Context: an optimization exercise on an open-source flow, tuned for small area, a short achievable clock period and few clock cycles per item. The choices shown serve that exercise and are no tape-out recipe.
At most, simulation tests tie the RTL to the original design; equivalence was not proved.
Power is estimated from default activity; no workload was simulated.

Setup of lane 1:
Design SME, start of the top module:
module SME(clk,reset,chardata,isstring,ispattern,valid,match,match_index);
Size in the first run: about 1200 cells after synthesis, ~330 flip-flops.
clock: 5.0 ns
lec_check: 0
abc_clock_period_in_ps: 2000
cap_margin: 20
core_margin: 2
core_utilization: 60
setup_slack_margin: 2.8
slew_margin: 20
run.sh (not shown) runs the stock make flow with config.mk's settings and CLKGATE_MAP_FILE= SYNTH_SCRIPT=/design/flow/synth_recipe.tcl, a recipe that flattens the netlist after the stock synthesis.
Lane 1 ran to completion and came out clean on the timing, design-rule and antenna checks.
Testbench counts of lane 1, summed over its fixed seeds: cycles 25,363, patterns 1,963.
## Diff of input files: lane 2 against lane 1
- ABC_CLOCK_PERIOD_IN_PS no longer set, was 2000
- CTS_BUF_LIST now sky130_fd_sc_hd__clkbuf_16, previously not set
- CORE_UTILIZATION now 70, was 60
- CTS_CLUSTER_DIAMETER now 70, previously not set
- CTS_CLUSTER_SIZE now 30, previously not set
- Lane 2 completed; timing, DRC and antenna clean
- Lane 2 and lane 1 ended up with roughly the same maximum frequency.
- Of lane 1 and lane 2, the higher power share of the combinational group belongs to lane 2.
- Compared to lane 1, lane 2 has final cell count 6.0% lower.
- Lane 2 against lane 1: design area fell 760 um2, power fell 17%, average wire per cell in the routed design rose 0.75 um, wire length fell about 2.7%.
- Higher sequential share of layout area was reported by lane 2, not lane 1.
- As far as share of the clock period used by the worst path is concerned, lane 2 and lane 1 perform about the same.
- Lane 2 against lane 1: final worst-path setup slack held, minimum setup slack among reg-to-reg paths held.
Changes in lane 3 relative to lane 2:
- changing CTS_CLUSTER_DIAMETER from 70 to 50
- changing CTS_CLUSTER_SIZE from 30 to 20
- changing CORE_UTILIZATION from 70 to 60
==> flow/flow/run.sh (new file) <==
#!/bin/bash
# The standard layout, with the port buffers made as plain buf_4 cells
# instead of the delay-type buffer the placer picks by default.
set -euo pipefail
export BUFFER_PORTS_ARGS="-buffer_cell sky130_fd_sc_hd__buf_4"
bash standard.sh > layout.log 2>&1
==> flow/standard.sh (new file) <==
#!/bin/bash
# synth_recipe.tcl (not shown) runs the flow's synth.tcl, then flattens the netlist and writes it again
# the make line also repeats each setting of config.mk as NAME=value (left out here)
make -C /OpenROAD-flow-scripts/flow DESIGN_CONFIG=/design/flow/config.mk WORK_HOME=/design/flow/orfs CLKGATE_MAP_FILE= SYNTH_SCRIPT=/design/flow/synth_recipe.tcl "${@:-finish}"
removed: flow/run.sh
Notes after the runs:
Cmp lane 3 vs lane 2: routed length on met3 lower in lane 3
Going from lane 2 to lane 3, routed via count shrank by 0.39%, first-pass GRT wire length went up about 2.5%.
Clock slew seen by the registers of the worst setup and hold paths is higher on lane 2
For lane 4, these inputs were changed with respect to lane 3:
- CTS_CLUSTER_SIZE now 30, was 20
- CORE_UTILIZATION now 50, was 60
- CTS_CLUSTER_DIAMETER now 70, was 50
==> flow/run.sh (new file) <==
#!/bin/bash
# synth_recipe.tcl (not shown) runs the flow's synth.tcl, then flattens the netlist and writes it again
# the make line also repeats each setting of config.mk as NAME=value (left out here)
make -C /OpenROAD-flow-scripts/flow DESIGN_CONFIG=/design/flow/config.mk WORK_HOME=/design/flow/orfs CLKGATE_MAP_FILE= SYNTH_SCRIPT=/design/flow/synth_recipe.tcl finish
removed: flow/flow/run.sh
removed: flow/standard.sh
- Global-route wire length before repair: lane 4 vs lane 3 down 660 um
- Comparing lane 3 and lane 4, the lower initial core utilization was measured on lane 4.
- As far as first-pass iteration count of the detailed router goes, lane 4 and lane 3 are indistinguishable; the numbers are identical.
- Changes observed in lane 4 relative to lane 3: normalized max-slew margin moved up, fraction of layout cells with a size suffix above 1 moved down, worst endpoint data arrival time moved up.
- In the metrics for lane 3 and lane 4, the one carrying the lower total half-perimeter wirelength after legalization and detailed placement is lane 4.
- Lane 4: cell area after placement about 0.8% above lane 3
- Lane 4 vs lane 3, met2 usage went down by 7.0 points.
- When lane 4 is set beside lane 3, its net switching power turns out to be 7.0% smaller.
#### Input delta (lane 5 over lane 4)
- CTS_CLUSTER_SIZE: 30 -> 24
- CORE_UTILIZATION: 50 -> 60
- CTS_CLUSTER_DIAMETER: 70 -> 60
==> comparison <==
Relative contribution of the clock network to total power on lane 5 is up relative to lane 4.
The run with more routed wire is lane 4, not lane 5.
The core outline area of lane 5 falls short of that of lane 4 by 17%.
Relative to lane 4, the final weighted congestion of routability-driven global placement measured on lane 5 has increased slightly.
Utilization, lane 4 and lane 5: lower on lane 4
Number of vias after detailed routing, lane 4 and lane 5: smaller value in lane 4
Min power across lane 4 and lane 5: lane 4
Relative contribution of sequential cells to total power for lane 5 is lower than for lane 4.
Taking lane 4 as the reference, in lane 5 cell count decreased about 3.5%; design area essentially unchanged.

========
## build 9
SME, a different RTL version from the one above (not shown whole).
Design SME, start of the top module:
module SME(clk,reset,chardata,isstring,ispattern,valid,match,match_index);
==> flow/config.mk <==
export PLATFORM = sky130hd
export DESIGN_NAME = SME
export DESIGN_NICKNAME = SME
export VERILOG_FILES = /design/flow/design.v
export SDC_FILE = /design/flow/constraint.sdc
export NUM_CORES = 4
export LEC_CHECK = 0
export ABC_CLOCK_PERIOD_IN_PS = 2000
export CAP_MARGIN = 20
export CORE_MARGIN = 2
export CORE_UTILIZATION = 60
export SETUP_SLACK_MARGIN = 2.8
export SLEW_MARGIN = 20
==> flow/constraint.sdc <==
create_clock -name core_clock -period 5.0 [get_ports {clk}]
set_input_delay 1.0000 -clock core_clock [delete_from_list [all_inputs] [get_ports {clk}]]
set_output_delay 1.0000 -clock core_clock [all_outputs]
set_load 0.01 [all_outputs]
Stock flow here: none of the scripts above is used.
Build 9 completed end to end with timing, DRC and antenna clean.
## Diff of input files: trial 15 against build 9
Settings: a change of SETUP_SLACK_MARGIN from 2.8 to 2.5.
==> comparison <==
- Trial 15 against build 9: sequential share of layout area saw little to no change, synthesis-to-finish area growth saw little to no change, worst path arrival time climbed 70 ps, number of DRC markers in iteration 0 shows an increase of 187.
- Final weighted congestion of routability-driven global placement delta (build 9 -> trial 15): insignificant
- Reported for build 9 and trial 15, final setup violation count turned out identical to the last digit.
- Run comparison: trial 15 source of the critical timing path chardata[6]; build 9 source of the critical timing path chardata[0]
No functional check of the RTL was part of any run of this note.

========
## run A
RTL: one of the versions met above, not the one the previous note started from.
Size: ~1200 cells after synthesis, roughly 19 I/O pins, about 15000 sq um of cells after synthesis.
clock: 5.0 ns
lec_check: 0
cap_margin: 20
core_margin: 2
core_utilization: 60
cts_buf_list: sky130_fd_sc_hd__clkbuf_16
cts_cluster_diameter: 85
cts_cluster_size: 26
setup_slack_margin: 2.8
slew_margin: 20
Testbench counts of run A, summed over its fixed seeds: cycles 25,363, patterns 1,963.
Changes in run B relative to run A:
diff --git a/flow/config.mk b/flow/config.mk
--- a/flow/config.mk
+++ b/flow/config.mk
@@ -12,2 +12,3 @@
-export CTS_CLUSTER_DIAMETER = 85
-export CTS_CLUSTER_SIZE = 26
+export CTS_CLUSTER_DIAMETER = 70
+export CTS_CLUSTER_SIZE = 30
+export PLACE_DENSITY = 0.75
Results
As far as detailed-route vias per instance is concerned, run B and run A perform about the same.
Diff run A -> run B: CTS clock-pin slew for the worst setup and hold paths now sits at about the same level; wire length per cell after detailed routing now sits lower; cell count of the worst hold path now sits lower; shortest period the worst path allows now sits higher; clock buffer count now sits higher.
Diff run A..run B | fraction of the mapped netlist area in adder cells | unchanged
[run B vs run A] power: higher in run B
Here is what was changed in the inputs of run C compared with run B.
==> flow/flow/run.sh (new file) <==
#!/bin/bash
# The standard layout, with the port buffers made as plain buf_4 cells
# instead of the delay-type buffer the placer picks by default.
set -euo pipefail
export BUFFER_PORTS_ARGS="-buffer_cell sky130_fd_sc_hd__buf_4"
bash standard.sh > layout.log 2>&1
==> flow/standard.sh (new file) <==
#!/bin/bash
# synth_recipe.tcl (not shown) runs the flow's synth.tcl, then flattens the netlist and writes it again
# the make line also repeats each setting of config.mk as NAME=value (left out here)
make -C /OpenROAD-flow-scripts/flow DESIGN_CONFIG=/design/flow/config.mk WORK_HOME=/design/flow/orfs CLKGATE_MAP_FILE= SYNTH_SCRIPT=/design/flow/synth_recipe.tcl "${@:-finish}"
diff --git a/flow/config.mk b/flow/config.mk
--- a/flow/config.mk
+++ b/flow/config.mk
@@ -14,2 +14 @@
-export PLACE_DENSITY = 0.75
-export SETUP_SLACK_MARGIN = 2.8
+export SETUP_SLACK_MARGIN = 2.9
removed: flow/run.sh
--- outcome ---
- Looking at the reports, run C completed the entire flow and the layout it produced met the timing, design-rule and antenna checks.
- Post-synthesis sequential area ratio across run B and run C: no real change.
- Run C reports its endpoint of the worst setup timing path as act_r[20] while run B reports pos_r[2].
- Path depth of the worst reg2reg path (run C over run B): decrease, 1
- On cell area after placement, run B and run C are basically level.
- Run C vs run B on required arrival time at the worst endpoint: run C is the higher one.
- Number of flip-flops and latches in the synthesized netlist: run C vs run B identical
Relative to run C, the following input files were edited for run D:
==> flow/run.sh (new file) <==
#!/bin/bash
# synth_recipe.tcl (not shown) runs the flow's synth.tcl, then flattens the netlist and writes it again
# the make line also repeats each setting of config.mk as NAME=value (left out here)
make -C /OpenROAD-flow-scripts/flow DESIGN_CONFIG=/design/flow/config.mk WORK_HOME=/design/flow/orfs CLKGATE_MAP_FILE= SYNTH_SCRIPT=/design/flow/synth_recipe.tcl finish
removed: flow/flow/run.sh
removed: flow/standard.sh
Results
Run D vs run C, proportion of cell area occupied by registers went up by 0.82 points.
On net count reported at finish, the lower figure sits with run D, not run C.
Run D vs. run C: depth of the worst register-to-register path moved down; arrival time reported for the critical path endpoint lost 170 ps; synthesized cell count roughly the same.
For the average wire per standard cell, run D came in 1.9% lower than run C did.
A end of the critical path of pos_r[0] is what run D shows, while act_r[20] belongs to run C.
On register-to-register slack, run C and run D are basically level.
In run D, count of clock-buffer cells in the layout is lower than in run C.

========
Setup of run 1:
Starting RTL as in the previous note.
Settings: LEC_CHECK=0, CAP_MARGIN=20, CORE_MARGIN=2, CORE_UTILIZATION=60, CTS_BUF_LIST=sky130_fd_sc_hd__clkbuf_16, CTS_CLUSTER_DIAMETER=50, CTS_CLUSTER_SIZE=20, SETUP_SLACK_MARGIN=2.8, SLEW_MARGIN=20; clock period 5.0 ns.
Stock flow here: none of the scripts above is used.
Testbench counts of run 1, summed over its fixed seeds: cycles 25,363, patterns 1,963.
What run 2 does differently from run 1 at the input level:
Settings: CTS_CLUSTER_SIZE now 36, was 20; CTS_CLUSTER_DIAMETER now 70, was 50.
Results
Run 2 finished every step from synthesis to the final layout, and the layout passed the timing, design-rule and antenna checks. Diff run 1 -> run 2: final cycle utilization of the critical path decreased by 0.59 points relative to the old numbers; share of power burned in the clock network decreased by 8.3 points relative to the old numbers. Status: worst hold slack parity (run 2, run 1). Higher buffer and inverter count on the worst path among run 2 and run 1: run 1. Reported for run 2 and run 1, post-synthesis instance area turned out identical to the last digit. Compared with run 1, run 2 is more frugal on power. | worst setup slack | run 2 vs run 1 | 0.030 ns higher |. Run 2 vs run 1: maximum ir drop on the vdd rail down by more than 10%.
## Diff of input files: run 3 against run 2
Settings: CTS_CLUSTER_SIZE changed from 36 to 30.
==> run notes <==
Clock network latency to the later pin of the worst-skew pair: run 3 vs run 2 — no meaningful difference
In terms of final critical path time including I/O delays and setup, run 2 and run 3 differ only marginally.
Run 2 -> run 3: number of filler instances in the final layout flat
Re sequential cell area fraction in the yosys report: no difference whatsoever between run 2 and run 3.
Final routed wire length divided by cell count: run 2 vs run 3 — no meaningful difference
Layout-stage area growth over the synthesis result across run 2 and run 3: no real change.
The clock share of power was comparable across run 2 and run 3.

========
Starting RTL as in the previous note.
Settings: LEC_CHECK=0, CAP_MARGIN=5, CORE_MARGIN=2, CORE_UTILIZATION=60, CTS_BUF_LIST=sky130_fd_sc_hd__clkbuf_16, CTS_CLUSTER_DIAMETER=70, CTS_CLUSTER_SIZE=30, SETUP_SLACK_MARGIN=2.8, SLEW_MARGIN=5; clock period 5.0 ns.
Testbench counts at the start, summed over its fixed seeds: cycles 25,363, patterns 1,963.
Then changed:
==> flow/flow/run.sh (new file) <==
#!/bin/bash
# The standard layout, with the port buffers made as plain buf_4 cells
# instead of the delay-type buffer the placer picks by default.
set -euo pipefail
export BUFFER_PORTS_ARGS="-buffer_cell sky130_fd_sc_hd__buf_4"
bash standard.sh > layout.log 2>&1
==> flow/standard.sh (new file) <==
#!/bin/bash
# synth_recipe.tcl (not shown) runs the flow's synth.tcl, then flattens the netlist and writes it again
# the make line also repeats each setting of config.mk as NAME=value (left out here)
make -C /OpenROAD-flow-scripts/flow DESIGN_CONFIG=/design/flow/config.mk WORK_HOME=/design/flow/orfs CLKGATE_MAP_FILE= SYNTH_SCRIPT=/design/flow/synth_recipe.tcl "${@:-finish}"
CAP_MARGIN = 20   (was 5)
SLEW_MARGIN = 20   (was 5)
removed: flow/run.sh
=> The new run completed with no timing, DRC or antenna violations. Synthesized cell count is unchanged. Routed wire length is higher by 0.82%. Power fell by 0.91%. Critical path depth grows by 5. Maximum frequency goes down by 3.5%. Global-route usage climbs by 0.46 points. Cell area drops by 0.43%. Final cell count stays flat. Worst setup slack loses 0.078 ns.

========
Another version of the RTL of SME (not shown whole).
For scale: ~1300 cells after synthesis, roughly 330 flip-flops, about 15000 um2 of cells after synthesis.
## SME
module SME(clk,reset,chardata,isstring,ispattern,valid,match,match_index);
input clk;
input reset;
input [7:0] chardata;
input isstring;
input ispattern;
output match;
output [4:0] match_index;
output valid;
localparam space = 8'h20;
localparam first = 8'h5E;
localparam last  = 8'h24;
localparam dot   = 8'h2E;
localparam star  = 8'h2A;
reg         isstr_r, isstr_rr;
reg         ispat_r, ispat_rr;
reg  [7:0]  chr_r;               
reg         tStar_r, tDot_r, tLast_r, tFirst_r;
reg  [7:0]  str_r [31:0];
reg  [5:0]  strCnt_r;
reg  [32:0] act_r;
reg         hasStar_r;
reg         frozen_r;
reg  [4:0]  off_r;               
reg  [5:0]  pos_r;
reg         any_r;
reg         fin_r;
reg         valid_r, match_r;
reg  [4:0]  matchIdx_r;
assign valid = valid_r;
assign match = match_r;
assign match_index = matchIdx_r;
integer q;
wire inFirst = (chardata == first);
wire inLast  = (chardata == last);
always @(posedge clk) begin
    if (reset) begin
        isstr_r  <= 1'b0;
        isstr_rr <= 1'b0;
        ispat_r  <= 1'b0;
        ispat_rr <= 1'b0;
    end
    else begin
        isstr_r  <= isstring;
        isstr_rr <= isstr_r;
        ispat_r  <= ispattern;
        ispat_rr <= ispat_r;
    end
    chr_r    <= (inFirst || inLast) ? space : chardata;
    tStar_r  <= (chardata == star);
    tDot_r   <= (chardata == dot);
    tLast_r  <= inLast;
    tFirst_r <= inFirst;
end
always @(posedge clk) begin
    if (isstr_r) begin
        for (q = 0; q < 31; q = q + 1)
  ...
export LEC_CHECK = 0
export ABC_CLOCK_PERIOD_IN_PS = 2000
export CAP_MARGIN = 20
export CORE_MARGIN = 2
export CORE_UTILIZATION = 60
export CTS_BUF_LIST = sky130_fd_sc_hd__clkbuf_8
export CTS_CLUSTER_DIAMETER = 60
export CTS_CLUSTER_SIZE = 20
export SETUP_SLACK_MARGIN = 2.8
export SLEW_MARGIN = 20
create_clock -name core_clock -period 5.0 [get_ports {clk}]
Stock flow here: none of the scripts above is used.
The starting point produced a clean layout.
Testbench counts at the start, summed over its fixed seeds: cycles 25,363, patterns 1,963.
==> next run, changes <==
CORE_UTILIZATION = 70   (was 60)
CTS_CLUSTER_DIAMETER = unset   (was 60)
CTS_CLUSTER_SIZE = unset   (was 20)
=> Sequential power barely changes. Wire length stays flat. Synthesized area stays the same. Total power came out higher by 12%. Worst setup slack improves by 7.7 ps. Design area rises by 2.4%. Die area goes down by 14%. Final cell count is lower by 0.50%. First-iteration DRC count is higher by 4.3%. Via count increases by 3.5%.
==> next run, changes <==
CORE_UTILIZATION = 60   (was 70)
CTS_BUF_LIST = unset   (was sky130_fd_sc_hd__clkbuf_8)
Routed wire length came out higher by 1.3%.
Core utilization came out lower by 10 points.
Clock power came out higher by about 8%.
Power came out higher by 3.3%.
Sequential share of layout area came out lower by 0.59 points.
Global-route usage came out lower by 3.2 points.
Combinational power came out higher by 6.8%.
Hold slack hardly moves.
Die area came out higher by 16%.

## separate check: timing with driven ports
How much do the figures lean on ideal ports? The routed layouts below were timed once more, with nothing changed but the port constraints. Step 1: set_driving_cell puts a clkbuf_16 on clk and a buf_2 on each other input, an assumption about the parent block. Step 2 adds t to the input delays and takes it off the output delays; t is the mean of the earliest and latest rising clock arrival at the registers after step 1. Input paths then give back, and output paths get back, about the clock's delay inside the block. a / b / c = ideal ports / drivers / drivers and shift; a / b = the first two.
| run | t (ns) | setup WS [ns] | worst setup path after step 2 | slew at the worst register clock pin (ns) |
|---|---|---|---|---|
| lane 1 | 0.564 | 2.789 / 2.789 / 2.502 | input to register | 0.06 / 0.06 |
| lane 2 | 0.554 | 2.791 / 2.791 / 2.557 | input to register | 0.11 / 0.11 |
| lane 3 | 0.562 | 2.811 / 2.811 / 2.797 | input to register | 0.08 / 0.08 |
| lane 4 | 0.593 | 2.737 / 2.737 / 2.539 | input to register | 0.10 / 0.10 |
| lane 5 | 0.591 | 2.809 / 2.788 / 2.504 | input to register | 0.09 / 0.09 |
| build 9 | 0.557 | 2.519 / 2.464 / 1.907 | input to register | 0.06 / 0.06 |
| trial 15 | 0.570 | 2.438 / 2.454 / 1.884 | input to register | 0.06 / 0.06 |
| run A | 0.554 | 2.797 / 2.797 / 2.546 | input to register | 0.11 / 0.11 |
| run B | 0.575 | 2.750 / 2.750 / 2.522 | input to register | 0.11 / 0.11 |
| run C | 0.572 | 2.831 / 2.831 / 2.740 | input to register | 0.11 / 0.11 |
| run D | 0.570 | 2.838 / 2.838 / 2.519 | input to register | 0.11 / 0.11 |
| run 1 | 0.555 | 2.812 / 2.812 / 2.503 | input to register | 0.07 / 0.07 |
| run 2 | 0.566 | 2.842 / 2.792 / 2.519 | input to register | 0.11 / 0.11 |
| run 3 | 0.569 | 2.842 / 2.793 / 2.517 | input to register | 0.11 / 0.11 |
| the first run of note 5 | 0.569 | 2.842 / 2.793 / 2.517 | input to register | 0.11 / 0.11 |
| the second run of note 5 | 0.569 | 2.764 / 2.764 / 2.764 | register to register | 0.11 / 0.11 |
| the first run of note 6 | 0.643 | 2.801 / 2.801 / 2.481 | input to register | 0.12 / 0.12 |
| the second run of note 6 | 0.625 | 2.809 / 2.809 / 2.416 | input to register | 0.07 / 0.07 |
| the third run of note 6 | 0.559 | 2.853 / 2.838 / 2.435 | input to register | 0.06 / 0.06 |
After both steps setup and hold are still met in every run listed. The setup slack of build 9, which loses most, moves by -0.055 ns with the drivers and by -0.612 ns with both steps.
